This is an optimization exercise on Yosys and OpenROAD, whose aim is small area, not a production implementation. Function was checked by simulation only, so behaviour that the tests miss may differ from the original. Power is estimated from default activity; no workload was simulated.

**flow/run.sh**
```bash
#!/bin/bash
# Own layout flow: the standard synthesis, then the combinational logic between the
# (unchanged) registers is mapped again with an area-oriented ABC script, then the standard flow's
# standard layout steps from that netlist on. Each tool's output goes to its own log here.
set -euo pipefail
W=$(pwd)
F=$W/flow
R=$W/orfs/results/$FLOW_PLATFORM/top_ps2/base
LIB=$FLOW_HOME/platforms/$FLOW_PLATFORM/lib/sky130_fd_sc_hd__tt_025C_1v80.lib
YOSYS=$FLOW_HOME/../tools/install/yosys/bin/yosys
[ -x "$YOSYS" ] || YOSYS=yosys

bash standard.sh "$R/1_2_yosys.v" > synth_standard.log 2>&1
cp "$R/1_2_yosys.v" netlist_standard.v

# 2. map the logic between the registers again (registers kept as black boxes)
DONT_USE=$(sed -n '/DONT_USE_CELLS += /,/^#/p' "$FLOW_HOME/platforms/$FLOW_PLATFORM/config.mk" \
  | grep -o 'sky130_fd_sc_hd__[a-z0-9_]*' | sed 's/^/-dont_use /' | tr '\n' ' ')
cat > remap.ys <<EOY
read_liberty -ignore_miss_func $LIB
read_verilog netlist_standard.v
hierarchy -top $FLOW_TOP
blackbox sky130_fd_sc_hd__dfxtp_1
flatten
opt -purge
abc -liberty $LIB $DONT_USE -script $F/remap.abc
opt_clean -purge
splitnets
opt_clean -purge
hilomap -singleton -hicell sky130_fd_sc_hd__conb_1 HI -locell sky130_fd_sc_hd__conb_1 LO
insbuf -buf sky130_fd_sc_hd__buf_4 A X
stat -liberty $LIB
write_verilog -noattr -nohex -nodec netlist_remapped.v
EOY
"$YOSYS" -l remap.log -q -s remap.ys
cp netlist_remapped.v "$R/1_2_yosys.v"
touch "$R/1_2_yosys.v"

# 3. the standard layout steps on the remapped netlist
source "$F/layout_env.sh"
bash standard.sh finish > layout.log 2>&1
```
**flow/layout_env.sh**
```bash
# extra settings for the layout steps (none)
```
**flow/remap.abc**
```
strash
dch -f
amap
topo
stime -c
```
**standard.sh**
```bash
#!/bin/bash
# synth_recipe.tcl (not shown) runs the flow's synth.tcl, then flattens the netlist and writes it again
# the make line also repeats each setting of config.mk as NAME=value (left out here)
make -C /OpenROAD-flow-scripts/flow DESIGN_CONFIG=/design/flow/config.mk WORK_HOME=/design/flow/orfs CLKGATE_MAP_FILE= SYNTH_SCRIPT=/design/flow/synth_recipe.tcl "${@:-finish}"
```
**config.mk**
```make
export PLATFORM = sky130hd
export DESIGN_NAME = top_ps2
export DESIGN_NICKNAME = top_ps2
export VERILOG_FILES = /design/flow/design.v
export SDC_FILE = /design/flow/constraint.sdc
export NUM_CORES = 4
export LEC_CHECK = 0
export ABC_AREA = 1
export CAP_MARGIN = 20
export CORE_MARGIN = 2
export CORE_UTILIZATION = 40
export PLACE_DENSITY = 0.6
export SLEW_MARGIN = 20
```
**constraint.sdc**
```tcl
create_clock -name core_clock -period 20.0 [get_ports {clk}]
set_input_delay 4.0000 -clock core_clock [delete_from_list [all_inputs] [get_ports {clk}]]
set_output_delay 4.0000 -clock core_clock [all_outputs]
set_load 0.01 [all_outputs]
```
**design.v**
```verilog
module top_ps2(input wire clk, input wire rst, input wire ps2_clk, input wire ps2_data,
           output wire ascii_new, output wire [6:0] ascii_code);
    reg break_code, control_l, control_r, e0_code, kb_dc_cnt_0, kb_dc_cnt_1, kb_dc_cnt_2, kb_dc_cnt_3, kb_dc_cnt_4, kb_dc_cnt_5, kb_dc_cnt_6, kb_dc_cnt_7, kb_dc_cnt_8, kb_dc_flipflops_0, kb_dc_flipflops_1, kb_dc_result, kb_dc_sync_ff, kb_dd_cnt_0, kb_dd_cnt_1, kb_dd_cnt_2, kb_dd_cnt_3, kb_dd_cnt_4, kb_dd_cnt_5, kb_dd_cnt_6, kb_dd_cnt_7, kb_dd_cnt_8, kb_dd_flipflops_0, kb_dd_flipflops_1, kb_dd_result, kb_dd_sync_ff, kb_idle_0, kb_idle_1, kb_idle_10, kb_idle_11, kb_idle_2, kb_idle_3, kb_idle_4, kb_idle_5, kb_idle_6, kb_idle_7, kb_idle_8, kb_idle_9, kb_ps2_word_0, kb_ps2_word_1, kb_ps2_word_10, kb_ps2_word_2, kb_ps2_word_3, kb_ps2_word_4, kb_ps2_word_5, kb_ps2_word_6, kb_ps2_word_7, kb_ps2_word_8, kb_ps2_word_9, shift_l, shift_r, timer_0, timer_1, timer_2, timer_3;
    wire n101_li15, n106_li16, n111_li17, n116_li18, n121_li19, n126_li20, n131_li21, n136_li22, n141_li23, n146_li24, n151_li25, n156_li26, n161_li27, n166_li28, n171_li29, n176_li30, n181_li31, n186_li32, n191_li33, n196_li34, n201_li35, n206_li36, n211_li37, n216_li38, n221_li39, n226_li40, n231_li41, n236_li42, n241_li43, n246_li44, n251_li45, n256_li46, n261_li47, n266_li48, n26_li00, n271_li49, n276_li50, n281_li51, n286_li52, n291_li53, n296_li54, n301_li55, n306_li56, n311_li57, n316_li58, n31_li01, n36_li02, n41_li03, n46_li04, n51_li05, n56_li06, n61_li07, n66_li08, n71_li09, n76_li10, n81_li11, n86_li12, n91_li13, n96_li14, new_n190, new_n191, new_n193, new_n194, new_n195, new_n196, new_n197, new_n198, new_n199, new_n200, new_n201, new_n202, new_n203, new_n204, new_n205, new_n206, new_n207, new_n208, new_n209, new_n210, new_n211, new_n212, new_n213, new_n214, new_n215, new_n216, new_n217, new_n218, new_n219, new_n220, new_n221, new_n222, new_n223, new_n224, new_n225, new_n226, new_n227, new_n228, new_n229, new_n230, new_n231, new_n232, new_n233, new_n234, new_n235, new_n236, new_n237, new_n238, new_n239, new_n240, new_n241, new_n242, new_n243, new_n244, new_n245, new_n246, new_n247, new_n248, new_n249, new_n250, new_n251, new_n252, new_n253, new_n254, new_n255, new_n256, new_n257, new_n258, new_n259, new_n260, new_n261, new_n262, new_n263, new_n264, new_n265, new_n266, new_n267, new_n268, new_n269, new_n270, new_n271, new_n272, new_n273, new_n274, new_n276, new_n277, new_n278, new_n279, new_n280, new_n281, new_n282, new_n283, new_n284, new_n285, new_n286, new_n287, new_n288, new_n289, new_n290, new_n291, new_n292, new_n293, new_n294, new_n295, new_n296, new_n297, new_n298, new_n299, new_n300, new_n301, new_n302, new_n303, new_n304, new_n305, new_n306, new_n307, new_n308, new_n309, new_n310, new_n311, new_n313, new_n314, new_n315, new_n316, new_n317, new_n318, new_n319, new_n320, new_n321, new_n322, new_n323, new_n324, new_n325, new_n326, new_n327, new_n328, new_n329, new_n330, new_n332, new_n333, new_n334, new_n335, new_n336, new_n337, new_n338, new_n339, new_n340, new_n341, new_n342, new_n343, new_n344, new_n345, new_n346, new_n348, new_n349, new_n350, new_n351, new_n352, new_n353, new_n354, new_n355, new_n356, new_n357, new_n358, new_n359, new_n360, new_n361, new_n362, new_n363, new_n364, new_n365, new_n366, new_n367, new_n368, new_n369, new_n370, new_n371, new_n372, new_n373, new_n374, new_n375, new_n376, new_n377, new_n379, new_n380, new_n381, new_n382, new_n383, new_n384, new_n385, new_n386, new_n387, new_n388, new_n389, new_n390, new_n391, new_n392, new_n393, new_n394, new_n395, new_n396, new_n398, new_n399, new_n401, new_n402, new_n403, new_n404, new_n405, new_n406, new_n407, new_n408, new_n409, new_n410, new_n411, new_n412, new_n413, new_n414, new_n415, new_n416, new_n417, new_n418, new_n419, new_n420, new_n421, new_n422, new_n423, new_n424, new_n425, new_n426, new_n427, new_n428, new_n429, new_n430, new_n431, new_n432, new_n433, new_n434, new_n435, new_n436, new_n437, new_n438, new_n439, new_n440, new_n441, new_n442, new_n443, new_n444, new_n445, new_n446, new_n447, new_n448, new_n449, new_n450, new_n451, new_n452, new_n453, new_n454, new_n455, new_n456, new_n457, new_n458, new_n459, new_n460, new_n461, new_n462, new_n463, new_n464, new_n465, new_n466, new_n467, new_n468, new_n469, new_n470, new_n471, new_n472, new_n473, new_n474, new_n475, new_n476, new_n477, new_n478, new_n480, new_n481, new_n482, new_n483, new_n486, new_n487, new_n488, new_n489, new_n491, new_n492, new_n493, new_n494, new_n495, new_n496, new_n498, new_n499, new_n501, new_n502, new_n503, new_n504, new_n505, new_n506, new_n507, new_n508, new_n510, new_n511, new_n512, new_n513, new_n515, new_n516, new_n517, new_n518, new_n519, new_n521, new_n522, new_n523, new_n524, new_n525, new_n526, new_n528, new_n529, new_n530, new_n532, new_n533, new_n534, new_n535, new_n536, new_n537, new_n538, new_n543, new_n544, new_n553, new_n554, new_n555, new_n557, new_n558, new_n559, new_n560, new_n561, new_n562, new_n563, new_n568, new_n569, new_n578, new_n579, new_n580, new_n581, new_n594, new_n595, new_n596, new_n597, new_n598, new_n600, new_n601, new_n603, new_n604, new_n606, new_n607, new_n609, new_n610, new_n612, new_n613, new_n615, new_n616, new_n618, new_n619, new_n621, new_n622, new_n624, new_n625, new_n627, new_n628;
    assign new_n190 = timer_1 & timer_2;
    assign new_n191 = ~timer_2 & timer_3;
    assign ascii_new = ~(~new_n190 & ~new_n191);
    assign new_n193 = kb_dc_result & ~kb_ps2_word_3;
    assign new_n194 = ~kb_dc_result & ~kb_ps2_word_2;
    assign new_n195 = ~new_n193 & ~new_n194;
    assign new_n196 = kb_dc_result & ~kb_ps2_word_1;
    assign new_n197 = ~kb_dc_result & ~kb_ps2_word_0;
    assign new_n198 = ~new_n196 & ~new_n197;
    assign new_n199 = new_n195 & new_n198;
    assign new_n200 = kb_dc_result & ~kb_ps2_word_4;
    assign new_n201 = ~kb_dc_result & ~kb_ps2_word_3;
    assign new_n202 = ~new_n200 & ~new_n201;
    assign new_n203 = new_n199 & new_n202;
    assign new_n204 = kb_dc_result & ~kb_ps2_word_7;
    assign new_n205 = ~kb_dc_result & ~kb_ps2_word_6;
    assign new_n206 = ~new_n204 & ~new_n205;
    assign new_n207 = kb_dc_result & ~kb_ps2_word_5;
    assign new_n208 = ~kb_dc_result & ~kb_ps2_word_4;
    assign new_n209 = ~new_n207 & ~new_n208;
    assign new_n210 = ~new_n206 & new_n209;
    assign new_n211 = kb_dc_result & ~kb_ps2_word_2;
    assign new_n212 = ~kb_dc_result & ~kb_ps2_word_1;
    assign new_n213 = ~new_n211 & ~new_n212;
    assign new_n214 = new_n195 & new_n213;
    assign new_n215 = ~new_n202 & new_n214;
    assign new_n216 = kb_dc_result & ~kb_ps2_word_6;
    assign new_n217 = ~kb_dc_result & ~kb_ps2_word_5;
    assign new_n218 = ~new_n216 & ~new_n217;
    assign new_n219 = new_n209 & new_n218;
    assign new_n220 = new_n215 & new_n219;
    assign new_n221 = new_n198 & new_n209;
    assign new_n222 = ~new_n214 & ~new_n221;
    assign new_n223 = ~new_n195 & ~new_n209;
    assign new_n224 = new_n222 & ~new_n223;
    assign new_n225 = new_n202 & ~new_n213;
    assign new_n226 = new_n218 & new_n225;
    assign new_n227 = new_n224 & new_n226;
    assign new_n228 = ~new_n220 & ~new_n227;
    assign new_n229 = new_n210 & new_n228;
    assign new_n230 = new_n206 & new_n225;
    assign new_n231 = ~new_n198 & new_n206;
    assign new_n232 = new_n209 & new_n231;
    assign new_n233 = ~new_n230 & ~new_n232;
    assign new_n234 = new_n195 & ~new_n233;
    assign new_n235 = ~shift_r & ~shift_l;
    assign new_n236 = new_n206 & ~new_n235;
    assign new_n237 = ~new_n234 & ~new_n236;
    assign new_n238 = ~new_n229 & new_n237;
    assign new_n239 = ~new_n203 & ~new_n238;
    assign new_n240 = new_n199 & new_n239;
    assign new_n241 = ~new_n198 & new_n202;
    assign new_n242 = ~new_n195 & new_n241;
    assign new_n243 = new_n210 & ~new_n242;
    assign new_n244 = new_n218 & ~new_n243;
    assign new_n245 = new_n202 & ~new_n218;
    assign new_n246 = new_n195 & new_n235;
    assign new_n247 = ~new_n245 & new_n246;
    assign new_n248 = ~new_n213 & new_n247;
    assign new_n249 = ~new_n198 & ~new_n213;
    assign new_n250 = ~new_n248 & ~new_n249;
    assign new_n251 = ~new_n244 & new_n250;
    assign new_n252 = ~new_n206 & ~new_n209;
    assign new_n253 = new_n214 & new_n252;
    assign new_n254 = ~new_n195 & ~new_n213;
    assign new_n255 = ~new_n202 & new_n254;
    assign new_n256 = ~new_n209 & ~new_n255;
    assign new_n257 = ~new_n253 & new_n256;
    assign new_n258 = ~new_n251 & ~new_n257;
    assign new_n259 = ~new_n202 & ~new_n209;
    assign new_n260 = ~new_n221 & ~new_n259;
    assign new_n261 = ~new_n195 & ~new_n218;
    assign new_n262 = ~new_n209 & ~new_n213;
    assign new_n263 = new_n261 & ~new_n262;
    assign new_n264 = ~new_n260 & new_n263;
    assign new_n265 = ~new_n218 & new_n235;
    assign new_n266 = new_n202 & new_n213;
    assign new_n267 = ~new_n265 & ~new_n266;
    assign new_n268 = new_n231 & ~new_n267;
    assign new_n269 = ~new_n206 & ~new_n218;
    assign new_n270 = ~new_n249 & ~new_n269;
    assign new_n271 = ~new_n241 & ~new_n270;
    assign new_n272 = ~new_n268 & ~new_n271;
    assign new_n273 = ~new_n264 & new_n272;
    assign new_n274 = ~new_n258 & new_n273;
    assign ascii_code[0] = ~(~new_n240 & new_n274);
    assign new_n276 = ~control_r & ~control_l;
    assign new_n277 = new_n235 & new_n276;
    assign new_n278 = new_n214 & new_n277;
    assign new_n279 = ~new_n198 & ~new_n278;
    assign new_n280 = new_n209 & ~new_n279;
    assign new_n281 = new_n195 & new_n218;
    assign new_n282 = new_n202 & ~new_n281;
    assign new_n283 = new_n280 & new_n282;
    assign new_n284 = ~new_n209 & new_n215;
    assign new_n285 = ~new_n261 & ~new_n284;
    assign new_n286 = ~new_n283 & new_n285;
    assign new_n287 = ~new_n206 & ~new_n286;
    assign new_n288 = ~new_n209 & ~new_n218;
    assign new_n289 = ~new_n235 & new_n288;
    assign new_n290 = new_n241 & new_n289;
    assign new_n291 = new_n231 & ~new_n276;
    assign new_n292 = ~new_n290 & ~new_n291;
    assign new_n293 = new_n198 & ~new_n236;
    assign new_n294 = ~new_n202 & new_n209;
    assign new_n295 = ~new_n269 & new_n294;
    assign new_n296 = ~new_n293 & new_n295;
    assign new_n297 = ~new_n195 & new_n230;
    assign new_n298 = ~new_n296 & ~new_n297;
    assign new_n299 = new_n292 & new_n298;
    assign new_n300 = ~new_n203 & ~new_n255;
    assign new_n301 = new_n218 & ~new_n300;
    assign new_n302 = new_n218 & new_n266;
    assign new_n303 = ~new_n231 & ~new_n302;
    assign new_n304 = new_n223 & ~new_n303;
    assign new_n305 = ~new_n213 & new_n231;
    assign new_n306 = new_n214 & ~new_n235;
    assign new_n307 = new_n219 & new_n306;
    assign new_n308 = ~new_n305 & ~new_n307;
    assign new_n309 = ~new_n304 & new_n308;
    assign new_n310 = ~new_n301 & new_n309;
    assign new_n311 = new_n299 & new_n310;
    assign ascii_code[1] = ~(~new_n287 & new_n311);
    assign new_n313 = ~new_n265 & new_n266;
    assign new_n314 = ~new_n209 & ~new_n313;
    assign new_n315 = ~new_n239 & ~new_n314;
    assign new_n316 = ~new_n198 & new_n252;
    assign new_n317 = ~new_n202 & new_n206;
    assign new_n318 = ~new_n210 & new_n213;
    assign new_n319 = ~new_n317 & new_n318;
    assign new_n320 = ~new_n316 & new_n319;
    assign new_n321 = ~new_n242 & ~new_n249;
    assign new_n322 = new_n218 & ~new_n321;
    assign new_n323 = new_n198 & ~new_n281;
    assign new_n324 = new_n259 & ~new_n323;
    assign new_n325 = ~new_n195 & new_n209;
    assign new_n326 = ~new_n261 & ~new_n325;
    assign new_n327 = ~new_n324 & new_n326;
    assign new_n328 = ~new_n213 & ~new_n327;
    assign new_n329 = ~new_n322 & ~new_n328;
    assign new_n330 = ~new_n320 & new_n329;
    assign ascii_code[2] = ~(~new_n315 & new_n330);
    assign new_n332 = new_n215 & ~new_n276;
    assign new_n333 = new_n262 & new_n269;
    assign new_n334 = ~new_n332 & ~new_n333;
    assign new_n335 = ~new_n219 & ~new_n236;
    assign new_n336 = ~new_n198 & ~new_n202;
    assign new_n337 = ~new_n225 & ~new_n336;
    assign new_n338 = ~new_n335 & new_n337;
    assign new_n339 = ~new_n245 & ~new_n259;
    assign new_n340 = ~new_n195 & ~new_n198;
    assign new_n341 = ~new_n339 & new_n340;
    assign new_n342 = ~new_n338 & ~new_n341;
    assign new_n343 = new_n334 & new_n342;
    assign new_n344 = ~new_n206 & ~new_n289;
    assign new_n345 = ~new_n224 & ~new_n344;
    assign new_n346 = new_n308 & ~new_n345;
    assign ascii_code[3] = ~(new_n343 & new_n346);
    assign new_n348 = ~new_n206 & new_n240;
    assign new_n349 = new_n199 & new_n259;
    assign new_n350 = ~new_n222 & new_n281;
    assign new_n351 = ~new_n254 & ~new_n305;
    assign new_n352 = ~new_n350 & new_n351;
    assign new_n353 = new_n202 & ~new_n352;
    assign new_n354 = ~new_n349 & ~new_n353;
    assign new_n355 = new_n215 & ~new_n218;
    assign new_n356 = ~new_n253 & ~new_n355;
    assign new_n357 = new_n278 & ~new_n317;
    assign new_n358 = new_n198 & ~new_n213;
    assign new_n359 = ~new_n325 & ~new_n358;
    assign new_n360 = new_n317 & ~new_n359;
    assign new_n361 = ~new_n357 & ~new_n360;
    assign new_n362 = new_n356 & new_n361;
    assign new_n363 = new_n354 & new_n362;
    assign new_n364 = new_n247 & ~new_n363;
    assign new_n365 = ~new_n218 & new_n280;
    assign new_n366 = new_n292 & ~new_n365;
    assign new_n367 = new_n202 & ~new_n366;
    assign new_n368 = ~new_n213 & new_n236;
    assign new_n369 = new_n206 & new_n218;
    assign new_n370 = ~new_n269 & ~new_n369;
    assign new_n371 = ~new_n316 & new_n370;
    assign new_n372 = ~new_n368 & new_n371;
    assign new_n373 = ~new_n195 & ~new_n372;
    assign new_n374 = new_n228 & ~new_n234;
    assign new_n375 = ~new_n373 & new_n374;
    assign new_n376 = ~new_n367 & new_n375;
    assign new_n377 = ~new_n364 & new_n376;
    assign ascii_code[4] = ~(~new_n348 & new_n377);
    assign new_n379 = ~new_n209 & ~new_n231;
    assign new_n380 = new_n278 & ~new_n379;
    assign new_n381 = ~new_n202 & new_n269;
    assign new_n382 = ~new_n232 & ~new_n381;
    assign new_n383 = ~new_n380 & new_n382;
    assign new_n384 = new_n213 & ~new_n383;
    assign new_n385 = new_n206 & new_n242;
    assign new_n386 = ~new_n218 & new_n317;
    assign new_n387 = new_n358 & new_n386;
    assign new_n388 = new_n276 & ~new_n387;
    assign new_n389 = ~new_n385 & new_n388;
    assign new_n390 = new_n385 & ~new_n388;
    assign new_n391 = ~new_n389 & ~new_n390;
    assign new_n392 = ~new_n384 & ~new_n391;
    assign new_n393 = new_n209 & new_n236;
    assign new_n394 = new_n392 & new_n393;
    assign new_n395 = new_n242 & new_n288;
    assign new_n396 = new_n363 & ~new_n395;
    assign ascii_code[5] = ~(~new_n394 & new_n396);
    assign new_n398 = ~new_n333 & new_n354;
    assign new_n399 = ~new_n284 & new_n392;
    assign ascii_code[6] = new_n398 & new_n399;
    assign new_n401 = kb_ps2_word_3 & kb_ps2_word_4;
    assign new_n402 = kb_ps2_word_7 & ~new_n401;
    assign new_n403 = new_n356 & ~new_n402;
    assign new_n404 = ~new_n304 & ~new_n403;
    assign new_n405 = new_n398 & ~new_n404;
    assign new_n406 = kb_ps2_word_1 & kb_ps2_word_2;
    assign new_n407 = ~kb_ps2_word_1 & ~kb_ps2_word_2;
    assign new_n408 = ~new_n406 & ~new_n407;
    assign new_n409 = new_n404 & ~new_n408;
    assign new_n410 = ~new_n276 & ~new_n409;
    assign new_n411 = ~new_n405 & new_n410;
    assign new_n412 = kb_ps2_word_3 & new_n408;
    assign new_n413 = ~kb_ps2_word_3 & ~new_n408;
    assign new_n414 = ~new_n412 & ~new_n413;
    assign new_n415 = ~kb_ps2_word_4 & ~kb_ps2_word_5;
    assign new_n416 = kb_ps2_word_4 & kb_ps2_word_5;
    assign new_n417 = ~new_n415 & ~new_n416;
    assign new_n418 = kb_ps2_word_6 & kb_ps2_word_7;
    assign new_n419 = ~kb_ps2_word_6 & ~kb_ps2_word_7;
    assign new_n420 = ~new_n418 & ~new_n419;
    assign new_n421 = new_n417 & ~new_n420;
    assign new_n422 = ~new_n417 & new_n420;
    assign new_n423 = ~new_n421 & ~new_n422;
    assign new_n424 = ~kb_ps2_word_8 & kb_ps2_word_9;
    assign new_n425 = kb_ps2_word_8 & ~kb_ps2_word_9;
    assign new_n426 = ~new_n424 & ~new_n425;
    assign new_n427 = new_n423 & ~new_n426;
    assign new_n428 = ~new_n423 & new_n426;
    assign new_n429 = ~new_n427 & ~new_n428;
    assign new_n430 = ~new_n414 & new_n429;
    assign new_n431 = ~kb_idle_8 & ~kb_idle_9;
    assign new_n432 = ~kb_idle_10 & new_n431;
    assign new_n433 = ~kb_idle_4 & ~kb_idle_5;
    assign new_n434 = ~kb_idle_6 & ~kb_idle_7;
    assign new_n435 = new_n433 & new_n434;
    assign new_n436 = ~kb_idle_0 & ~kb_idle_1;
    assign new_n437 = ~kb_idle_2 & ~kb_idle_3;
    assign new_n438 = new_n436 & new_n437;
    assign new_n439 = new_n435 & new_n438;
    assign new_n440 = new_n432 & new_n439;
    assign new_n441 = kb_dc_result & kb_idle_11;
    assign new_n442 = ~kb_ps2_word_0 & kb_ps2_word_10;
    assign new_n443 = new_n441 & new_n442;
    assign new_n444 = new_n440 & new_n443;
    assign new_n445 = new_n414 & ~new_n429;
    assign new_n446 = new_n444 & ~new_n445;
    assign new_n447 = ~new_n430 & new_n446;
    assign new_n448 = ~new_n412 & ~new_n416;
    assign new_n449 = ~new_n231 & ~new_n415;
    assign new_n450 = ~new_n448 & new_n449;
    assign new_n451 = new_n222 & new_n402;
    assign new_n452 = ~kb_ps2_word_5 & new_n231;
    assign new_n453 = ~kb_ps2_word_6 & ~new_n452;
    assign new_n454 = ~new_n451 & new_n453;
    assign new_n455 = ~new_n450 & new_n454;
    assign new_n456 = e0_code & ~kb_ps2_word_2;
    assign new_n457 = ~kb_ps2_word_3 & kb_ps2_word_5;
    assign new_n458 = new_n456 & new_n457;
    assign new_n459 = new_n418 & ~new_n458;
    assign new_n460 = ~new_n215 & new_n459;
    assign new_n461 = new_n225 & new_n325;
    assign new_n462 = ~kb_ps2_word_3 & new_n407;
    assign new_n463 = kb_ps2_word_3 & new_n406;
    assign new_n464 = ~break_code & ~kb_ps2_word_8;
    assign new_n465 = ~new_n463 & new_n464;
    assign new_n466 = ~new_n462 & new_n465;
    assign new_n467 = ~new_n461 & new_n466;
    assign new_n468 = ~new_n460 & new_n467;
    assign new_n469 = ~new_n455 & new_n468;
    assign new_n470 = new_n447 & new_n469;
    assign new_n471 = ~new_n411 & new_n470;
    assign new_n472 = ~rst & ~new_n471;
    assign new_n473 = ~timer_1 & ~timer_2;
    assign new_n474 = timer_3 & ~new_n473;
    assign new_n475 = new_n472 & ~new_n474;
    assign new_n476 = timer_1 & timer_0;
    assign new_n477 = ~timer_1 & ~timer_0;
    assign new_n478 = ~new_n476 & ~new_n477;
    assign n26_li00 = new_n475 & new_n478;
    assign new_n480 = timer_2 & new_n476;
    assign new_n481 = ~timer_3 & ~new_n480;
    assign new_n482 = ~timer_2 & ~new_n476;
    assign new_n483 = new_n481 & ~new_n482;
    assign n31_li01 = new_n472 & new_n483;
    assign n36_li02 = new_n475 & ~new_n481;
    assign new_n486 = ~timer_3 & new_n473;
    assign new_n487 = ~timer_0 & ~new_n474;
    assign new_n488 = ~new_n486 & new_n487;
    assign new_n489 = ~new_n471 & ~new_n488;
    assign n41_li03 = ~rst & ~new_n489;
    assign new_n491 = kb_ps2_word_8 & new_n231;
    assign new_n492 = new_n301 & new_n491;
    assign new_n493 = new_n447 & ~new_n492;
    assign new_n494 = ~rst & ~new_n493;
    assign new_n495 = kb_ps2_word_5 & new_n447;
    assign new_n496 = ~break_code & ~new_n495;
    assign n46_li04 = new_n494 & ~new_n496;
    assign new_n498 = ~kb_ps2_word_5 & new_n447;
    assign new_n499 = ~e0_code & ~new_n498;
    assign n51_li05 = new_n494 & ~new_n499;
    assign new_n501 = new_n424 & new_n444;
    assign new_n502 = new_n381 & new_n501;
    assign new_n503 = new_n249 & new_n502;
    assign new_n504 = new_n329 & new_n503;
    assign new_n505 = e0_code & new_n504;
    assign new_n506 = break_code & new_n505;
    assign new_n507 = ~control_r & ~new_n505;
    assign new_n508 = ~rst & ~new_n507;
    assign n56_li06 = ~new_n506 & new_n508;
    assign new_n510 = ~e0_code & new_n504;
    assign new_n511 = break_code & new_n510;
    assign new_n512 = ~control_l & ~new_n510;
    assign new_n513 = ~rst & ~new_n512;
    assign n61_li07 = ~new_n511 & new_n513;
    assign new_n515 = new_n230 & new_n264;
    assign new_n516 = new_n501 & new_n515;
    assign new_n517 = break_code & new_n516;
    assign new_n518 = ~shift_r & ~new_n516;
    assign new_n519 = ~rst & ~new_n518;
    assign n66_li08 = ~new_n517 & new_n519;
    assign new_n521 = kb_ps2_word_2 & new_n209;
    assign new_n522 = new_n222 & new_n521;
    assign new_n523 = new_n502 & new_n522;
    assign new_n524 = break_code & new_n523;
    assign new_n525 = ~shift_l & ~new_n523;
    assign new_n526 = ~rst & ~new_n525;
    assign n71_li09 = ~new_n524 & new_n526;
    assign new_n528 = ~kb_dd_flipflops_0 & ~kb_dd_flipflops_1;
    assign new_n529 = kb_dd_flipflops_0 & kb_dd_flipflops_1;
    assign new_n530 = ~new_n528 & ~new_n529;
    assign n111_li17 = kb_dd_cnt_2 & ~new_n530;
    assign new_n532 = ~kb_dd_cnt_1 & ~kb_dd_cnt_8;
    assign new_n533 = ~kb_dd_cnt_3 & ~kb_dd_cnt_5;
    assign new_n534 = new_n532 & new_n533;
    assign new_n535 = n111_li17 & new_n534;
    assign new_n536 = ~kb_dd_flipflops_1 & new_n535;
    assign new_n537 = ~kb_dd_result & ~new_n535;
    assign new_n538 = ~rst & ~new_n537;
    assign n76_li10 = ~new_n536 & new_n538;
    assign n81_li11 = ~rst & ps2_data;
    assign n86_li12 = ~rst & kb_dd_sync_ff;
    assign n91_li13 = ~rst & kb_dd_flipflops_0;
    assign new_n543 = kb_dd_cnt_1 & kb_dd_cnt_8;
    assign new_n544 = ~new_n532 & ~new_n543;
    assign n96_li14 = ~new_n530 & new_n544;
    assign n101_li15 = ~(~kb_dd_cnt_0 & ~new_n530);
    assign n106_li16 = ~(~kb_dd_cnt_1 & ~new_n530);
    assign n116_li18 = ~(~kb_dd_cnt_3 & ~new_n530);
    assign n121_li19 = ~(~kb_dd_cnt_4 & ~new_n530);
    assign n126_li20 = kb_dd_cnt_5 & ~new_n530;
    assign n131_li21 = ~(~kb_dd_cnt_6 & ~new_n530);
    assign n136_li22 = kb_dd_cnt_7 & ~new_n530;
    assign new_n553 = ~kb_dc_flipflops_0 & ~kb_dc_flipflops_1;
    assign new_n554 = kb_dc_flipflops_0 & kb_dc_flipflops_1;
    assign new_n555 = ~new_n553 & ~new_n554;
    assign n176_li30 = kb_dc_cnt_2 & ~new_n555;
    assign new_n557 = ~kb_dc_cnt_1 & ~kb_dc_cnt_8;
    assign new_n558 = ~kb_dc_cnt_3 & ~kb_dc_cnt_5;
    assign new_n559 = new_n557 & new_n558;
    assign new_n560 = n176_li30 & new_n559;
    assign new_n561 = ~kb_dc_flipflops_1 & new_n560;
    assign new_n562 = ~kb_dc_result & ~new_n560;
    assign new_n563 = ~rst & ~new_n562;
    assign n141_li23 = ~new_n561 & new_n563;
    assign n146_li24 = ~rst & ps2_clk;
    assign n151_li25 = ~rst & kb_dc_sync_ff;
    assign n156_li26 = ~rst & kb_dc_flipflops_0;
    assign new_n568 = kb_dc_cnt_1 & kb_dc_cnt_8;
    assign new_n569 = ~new_n557 & ~new_n568;
    assign n161_li27 = ~new_n555 & new_n569;
    assign n166_li28 = ~(~kb_dc_cnt_0 & ~new_n555);
    assign n171_li29 = ~(~kb_dc_cnt_1 & ~new_n555);
    assign n181_li31 = ~(~kb_dc_cnt_3 & ~new_n555);
    assign n186_li32 = ~(~kb_dc_cnt_4 & ~new_n555);
    assign n191_li33 = kb_dc_cnt_5 & ~new_n555;
    assign n196_li34 = ~(~kb_dc_cnt_6 & ~new_n555);
    assign n201_li35 = kb_dc_cnt_7 & ~new_n555;
    assign new_n578 = ~kb_idle_0 & ~kb_idle_11;
    assign new_n579 = kb_idle_0 & kb_idle_11;
    assign new_n580 = ~new_n578 & ~new_n579;
    assign new_n581 = ~new_n440 & new_n580;
    assign n206_li36 = ~(kb_dc_result & ~new_n581);
    assign n211_li37 = ~(kb_dc_result & ~kb_idle_0);
    assign n216_li38 = kb_dc_result & kb_idle_1;
    assign n221_li39 = kb_dc_result & kb_idle_2;
    assign n226_li40 = ~(kb_dc_result & ~kb_idle_3);
    assign n231_li41 = kb_dc_result & kb_idle_4;
    assign n236_li42 = ~(kb_dc_result & ~kb_idle_5);
    assign n241_li43 = ~(kb_dc_result & ~kb_idle_6);
    assign n246_li44 = kb_dc_result & kb_idle_7;
    assign n251_li45 = kb_dc_result & kb_idle_8;
    assign n256_li46 = kb_dc_result & kb_idle_9;
    assign n261_li47 = ~(kb_dc_result & ~kb_idle_10);
    assign new_n594 = kb_dc_result & new_n561;
    assign new_n595 = ~rst & new_n594;
    assign new_n596 = kb_ps2_word_1 & new_n595;
    assign new_n597 = ~rst & ~new_n594;
    assign new_n598 = kb_ps2_word_0 & new_n597;
    assign n266_li48 = ~(~new_n596 & ~new_n598);
    assign new_n600 = kb_ps2_word_2 & new_n595;
    assign new_n601 = kb_ps2_word_1 & new_n597;
    assign n271_li49 = ~(~new_n600 & ~new_n601);
    assign new_n603 = kb_ps2_word_3 & new_n595;
    assign new_n604 = kb_ps2_word_2 & new_n597;
    assign n276_li50 = ~(~new_n603 & ~new_n604);
    assign new_n606 = kb_ps2_word_4 & new_n595;
    assign new_n607 = kb_ps2_word_3 & new_n597;
    assign n281_li51 = ~(~new_n606 & ~new_n607);
    assign new_n609 = kb_ps2_word_5 & new_n595;
    assign new_n610 = kb_ps2_word_4 & new_n597;
    assign n286_li52 = ~(~new_n609 & ~new_n610);
    assign new_n612 = kb_ps2_word_6 & new_n595;
    assign new_n613 = kb_ps2_word_5 & new_n597;
    assign n291_li53 = ~(~new_n612 & ~new_n613);
    assign new_n615 = kb_ps2_word_7 & new_n595;
    assign new_n616 = kb_ps2_word_6 & new_n597;
    assign n296_li54 = ~(~new_n615 & ~new_n616);
    assign new_n618 = kb_ps2_word_8 & new_n595;
    assign new_n619 = kb_ps2_word_7 & new_n597;
    assign n301_li55 = ~(~new_n618 & ~new_n619);
    assign new_n621 = kb_ps2_word_9 & new_n595;
    assign new_n622 = kb_ps2_word_8 & new_n597;
    assign n306_li56 = ~(~new_n621 & ~new_n622);
    assign new_n624 = kb_ps2_word_10 & new_n595;
    assign new_n625 = kb_ps2_word_9 & new_n597;
    assign n311_li57 = ~(~new_n624 & ~new_n625);
    assign new_n627 = kb_ps2_word_10 & new_n597;
    assign new_n628 = n76_li10 & new_n594;
    assign n316_li58 = ~(~new_n627 & ~new_n628);
    always @(posedge clk) begin
        timer_1 <= n26_li00;
        timer_2 <= n31_li01;
        timer_3 <= n36_li02;
        timer_0 <= n41_li03;
        break_code <= n46_li04;
        e0_code <= n51_li05;
        control_r <= n56_li06;
        control_l <= n61_li07;
        shift_r <= n66_li08;
        shift_l <= n71_li09;
        kb_dd_result <= n76_li10;
        kb_dd_sync_ff <= n81_li11;
        kb_dd_flipflops_0 <= n86_li12;
        kb_dd_flipflops_1 <= n91_li13;
        kb_dd_cnt_0 <= n96_li14;
        kb_dd_cnt_1 <= n101_li15;
        kb_dd_cnt_2 <= n106_li16;
        kb_dd_cnt_3 <= n111_li17;
        kb_dd_cnt_4 <= n116_li18;
        kb_dd_cnt_5 <= n121_li19;
        kb_dd_cnt_6 <= n126_li20;
        kb_dd_cnt_7 <= n131_li21;
        kb_dd_cnt_8 <= n136_li22;
        kb_dc_result <= n141_li23;
        kb_dc_sync_ff <= n146_li24;
        kb_dc_flipflops_0 <= n151_li25;
        kb_dc_flipflops_1 <= n156_li26;
        kb_dc_cnt_0 <= n161_li27;
        kb_dc_cnt_1 <= n166_li28;
        kb_dc_cnt_2 <= n171_li29;
        kb_dc_cnt_3 <= n176_li30;
        kb_dc_cnt_4 <= n181_li31;
        kb_dc_cnt_5 <= n186_li32;
        kb_dc_cnt_6 <= n191_li33;
        kb_dc_cnt_7 <= n196_li34;
        kb_dc_cnt_8 <= n201_li35;
        kb_idle_0 <= n206_li36;
        kb_idle_1 <= n211_li37;
        kb_idle_2 <= n216_li38;
        kb_idle_3 <= n221_li39;
        kb_idle_4 <= n226_li40;
        kb_idle_5 <= n231_li41;
        kb_idle_6 <= n236_li42;
        kb_idle_7 <= n241_li43;
        kb_idle_8 <= n246_li44;
        kb_idle_9 <= n251_li45;
        kb_idle_10 <= n256_li46;
        kb_idle_11 <= n261_li47;
        kb_ps2_word_0 <= n266_li48;
        kb_ps2_word_1 <= n271_li49;
        kb_ps2_word_2 <= n276_li50;
        kb_ps2_word_3 <= n281_li51;
        kb_ps2_word_4 <= n286_li52;
        kb_ps2_word_5 <= n291_li53;
        kb_ps2_word_6 <= n296_li54;
        kb_ps2_word_7 <= n301_li55;
        kb_ps2_word_8 <= n306_li56;
        kb_ps2_word_9 <= n311_li57;
        kb_ps2_word_10 <= n316_li58;
    end
endmodule
```
==> results.txt <==
The path class of the tightest hold or removal check is reg -> reg. For this block, the initial DRC count from the detailed router was 242. The count of pins over their slew limit came out at 0. The hold buffer count at CTS came out at 0. The critical path arrival is 4700 ps. The number of placed I/O pins came out at 12. The final routed wire length divided by cell count is 15.6 µm. Setup repair after global routing left no endpoint under its margin. The average cell area after synthesis came out at 7.71 µm². The final layout contains 375 nets. The core region is 6420 µm². The transition time of the tightest slew-check pin is 870 ps. Dividing the final minimum period by the clock period gives 0.435. In this run the post-CTS setup repair buffer count came out at 0. Setup slack closes at 11,300 ps.

After global routing the overflow that remains totals 0. The cell count after synthesis is 347. In this run the power spent charging and discharging nets is 0.0704 mW. The congestion estimate from routability-driven global placement came to 0.928. The final cell count without fillers came out at 453. The width of the die came out at 85.8 µm. Setup violations remaining at the end of the flow were counted as 0. The fraction of power consumed by combinational cells is 0.102. The category of the worst setup path capture point is an output pin. Of the total power, registers draw 0.473.

The worst slack at placement came out at 11,800 ps. The static leakage came out at 1.04 nW. The floorplan has 29 rows.

The height of the die came out at 85.8 µm. The iteration count of the initial detailed-routing pass came out at 16. The share of total power dissipated in the clock network is 0.425.

The number of gates resized after CTS was 0. The wire length of the first global-routing pass came out at 11,900 µm. Across the run, the number of max-cap violations was 0. The number of placed cells counting well taps came out at 437. The data required time at the worst endpoint is 16,000 ps. IR analysis of the VDD net gives a maximum drop of 0.0000541 V. The total inserted antenna cells is 0. The type of element launching the critical path is a register.

The total number of vias came out at 2,612. The run finished with no timing, DRC or antenna violations. The relative area change from synthesis to final layout came out at 16.6%. Counting I/O delays and the setup requirement, the final critical path takes 8700 ps. The final hold violation count is 0. The share of layout cells above drive strength 1 is 0.0479.

The number of clock sinks seen by CTS came out at 59. The number of vias per cell after detailed routing came out at 5.77. The clock-pin slew on the worst setup and hold paths came out at 70 ps. For this run, the top clock speed supported by timing is 0.115 GHz.

The count of nets left with antenna violations after detail routing came out at 0. After synthesis the cells add up to 2680 µm². The effective utilization at floorplan is 0.417. The die footprint is 7360 µm². The via count of the first global-routing pass was 2,538. The DRC violation count after routing is 0.

The number of H-tree branching levels is 3. In the global route stage, overall resource usage came out at 0.206. Counting the buffers created by CTS gives 9. The placed wire-length estimate came out at 5180 µm. The fraction of power spent switching nets is 0.249. The number of antenna violations at the first check in global routing came to 0. Clock tree synthesis selected as its root buffer the cell clkbuf_8. The deepest clock path buffer count came out at 2. Summed over all failing endpoints, the final setup total negative slack is 0 ps.

By startpoint and endpoint, the worst setup path is classified as reg -> out. The maximum number of pins on one net before global-route repair is 19. The number of warnings printed during yosys synthesis is 1.

The insertion delay to the later sink of the worst-skew pair came out at 340 ps. The worst pin sits at a relative slew slack of 0.420. The total of buffers placed on input and output ports came out at 11. The total power divided by cell area is 90.6 nW/µm². The internal power of the cells totals 0.212 mW. The wire length reported by the detailed router came out at 7050 µm. TritonCTS built the clock tree. Total power for the finished layout comes to 0.283 mW.

The peak fanout along the critical path is 18. The number of nets handed over by synthesis was 351. The final worst clock skew is 12.2 ps.

The flop-to-flop setup slack is 15,600 ps.
## path summary, 6_finish.rpt
| kind | from | to | cells past startpoint |
|---|---|---|---|
| max reg2reg | kb_dc_result | timer_3 | 14 |
| min reg2reg | kb_dd_cnt_4 | kb_dd_cnt_5 | 1 |
| min | kb_dd_cnt_4 | kb_dd_cnt_5 | 1 |
| max | kb_dc_result | ascii_code[0] | 11 |
## through the flow
stage | hold slack (ps) | area (µm²) | utilization
after floorplan | 394 | 2680 | -
after global placement | 394 | 2900 | 0.451
after detailed placement | 414 | 2900 | 0.451
after CTS | 417 | 3120 | 0.486
after global routing | 439 | 3120 | 0.486
final | 416 | 3120 | 0.486
## routing by layer
metal / share of wire / vias to the layer above / track usage
met3: 0.081 / 23 / 0.0587
met2: 0.43 / 124 / 0.308
met4: 0.027 / 0 / 0.0967
met5: 0 / - / 0
met1: 0.46 / 1171 / 0.275
li1: - / 1294 / -
## power groups by stage
stage                     registers, mW  clock network (mW)  logic (mW)
after floorplan                   0.135                   0      0.0200
after global placement            0.136                   0      0.0291
final                             0.134               0.120      0.0288
after global routing              0.135               0.128      0.0325
after CTS                         0.134               0.123      0.0285
after detailed placement          0.136                   0      0.0283
## placed cells by master (no fill, tap or decap), types with 2 or more instances in the layout
master            n
nor2_1           71
dfxtp_1          59
clkinv_1         37
o22ai_1          23
nor3_1           19
o21ai_0          18
or2_0            17
nor2b_1          17
a21oi_1          14
nand2_1          14
clkdlybuf4s50_1  11
nand3_1           9
clkbuf_8          9
nor4_1            8
a211oi_1          7
or3_1             5
a311oi_1          3
a221oi_1          2
nor3b_1           2
a32oi_1           2
xor2_1            2
a2111oi_0         2
o221ai_1          2
o32a_1            2
o41ai_1           2
bufinv_16         2
inv_6             2
buf_4             2
## critical path, stage by stage (launching register included)
cell and delay, ps:
dfxtp_1 570, clkinv_1 460, o22ai_1 800, clkinv_1 560, nor2_1 380, nand2_1 70, o21ai_0 150, nor2_1 90
nor3_1 270, nor3_1 100, or4_1 410, clkdlybuf4s50_1 490
## final cells by class
class | count | area (µm²)
Clock buffer | 9 | 124
Clock inverter | 7 | 98.8
Fill cell | 661 | 3300
Inverter | 37 | 139
Multi-Input combinational cell | 251 | 1360
Sequential cell | 59 | 1180
Tap cell | 77 | 96.3
Timing Repair Buffer | 13 | 125

-- port drivers added, routing unchanged --
No port has a modelled driver above. Below, the same layout with a new extraction and two added sets of constraints.
Step 1 sets driving cells, clkbuf_16 on the clock port and buf_2 on the other inputs (assumed; they add their load-dependent delay and slew).
Step 2 adds t to the input delays and takes it off the output delays; t is the mean of the earliest and latest rising clock arrival at the registers after step 1. Input paths then give back, and output paths get back, about the clock's delay inside the block.
a / b / c = no drivers / after step 1 / after step 2; a / b = the first two.
shift t [ns]: 0.359
setup slack, ns: 11.302 / 11.274 / 11.633
latest minus earliest clock arrival (ns): 0.012 / 0.012
worst register clock-pin slew, ns: 0.07 / 0.07
worst data-port slew with drivers (ns): 0.03
After both steps setup and hold are still met in this run. For this run, drivers alone change the setup slack by -0.028 ns; drivers and shift together by +0.331 ns.
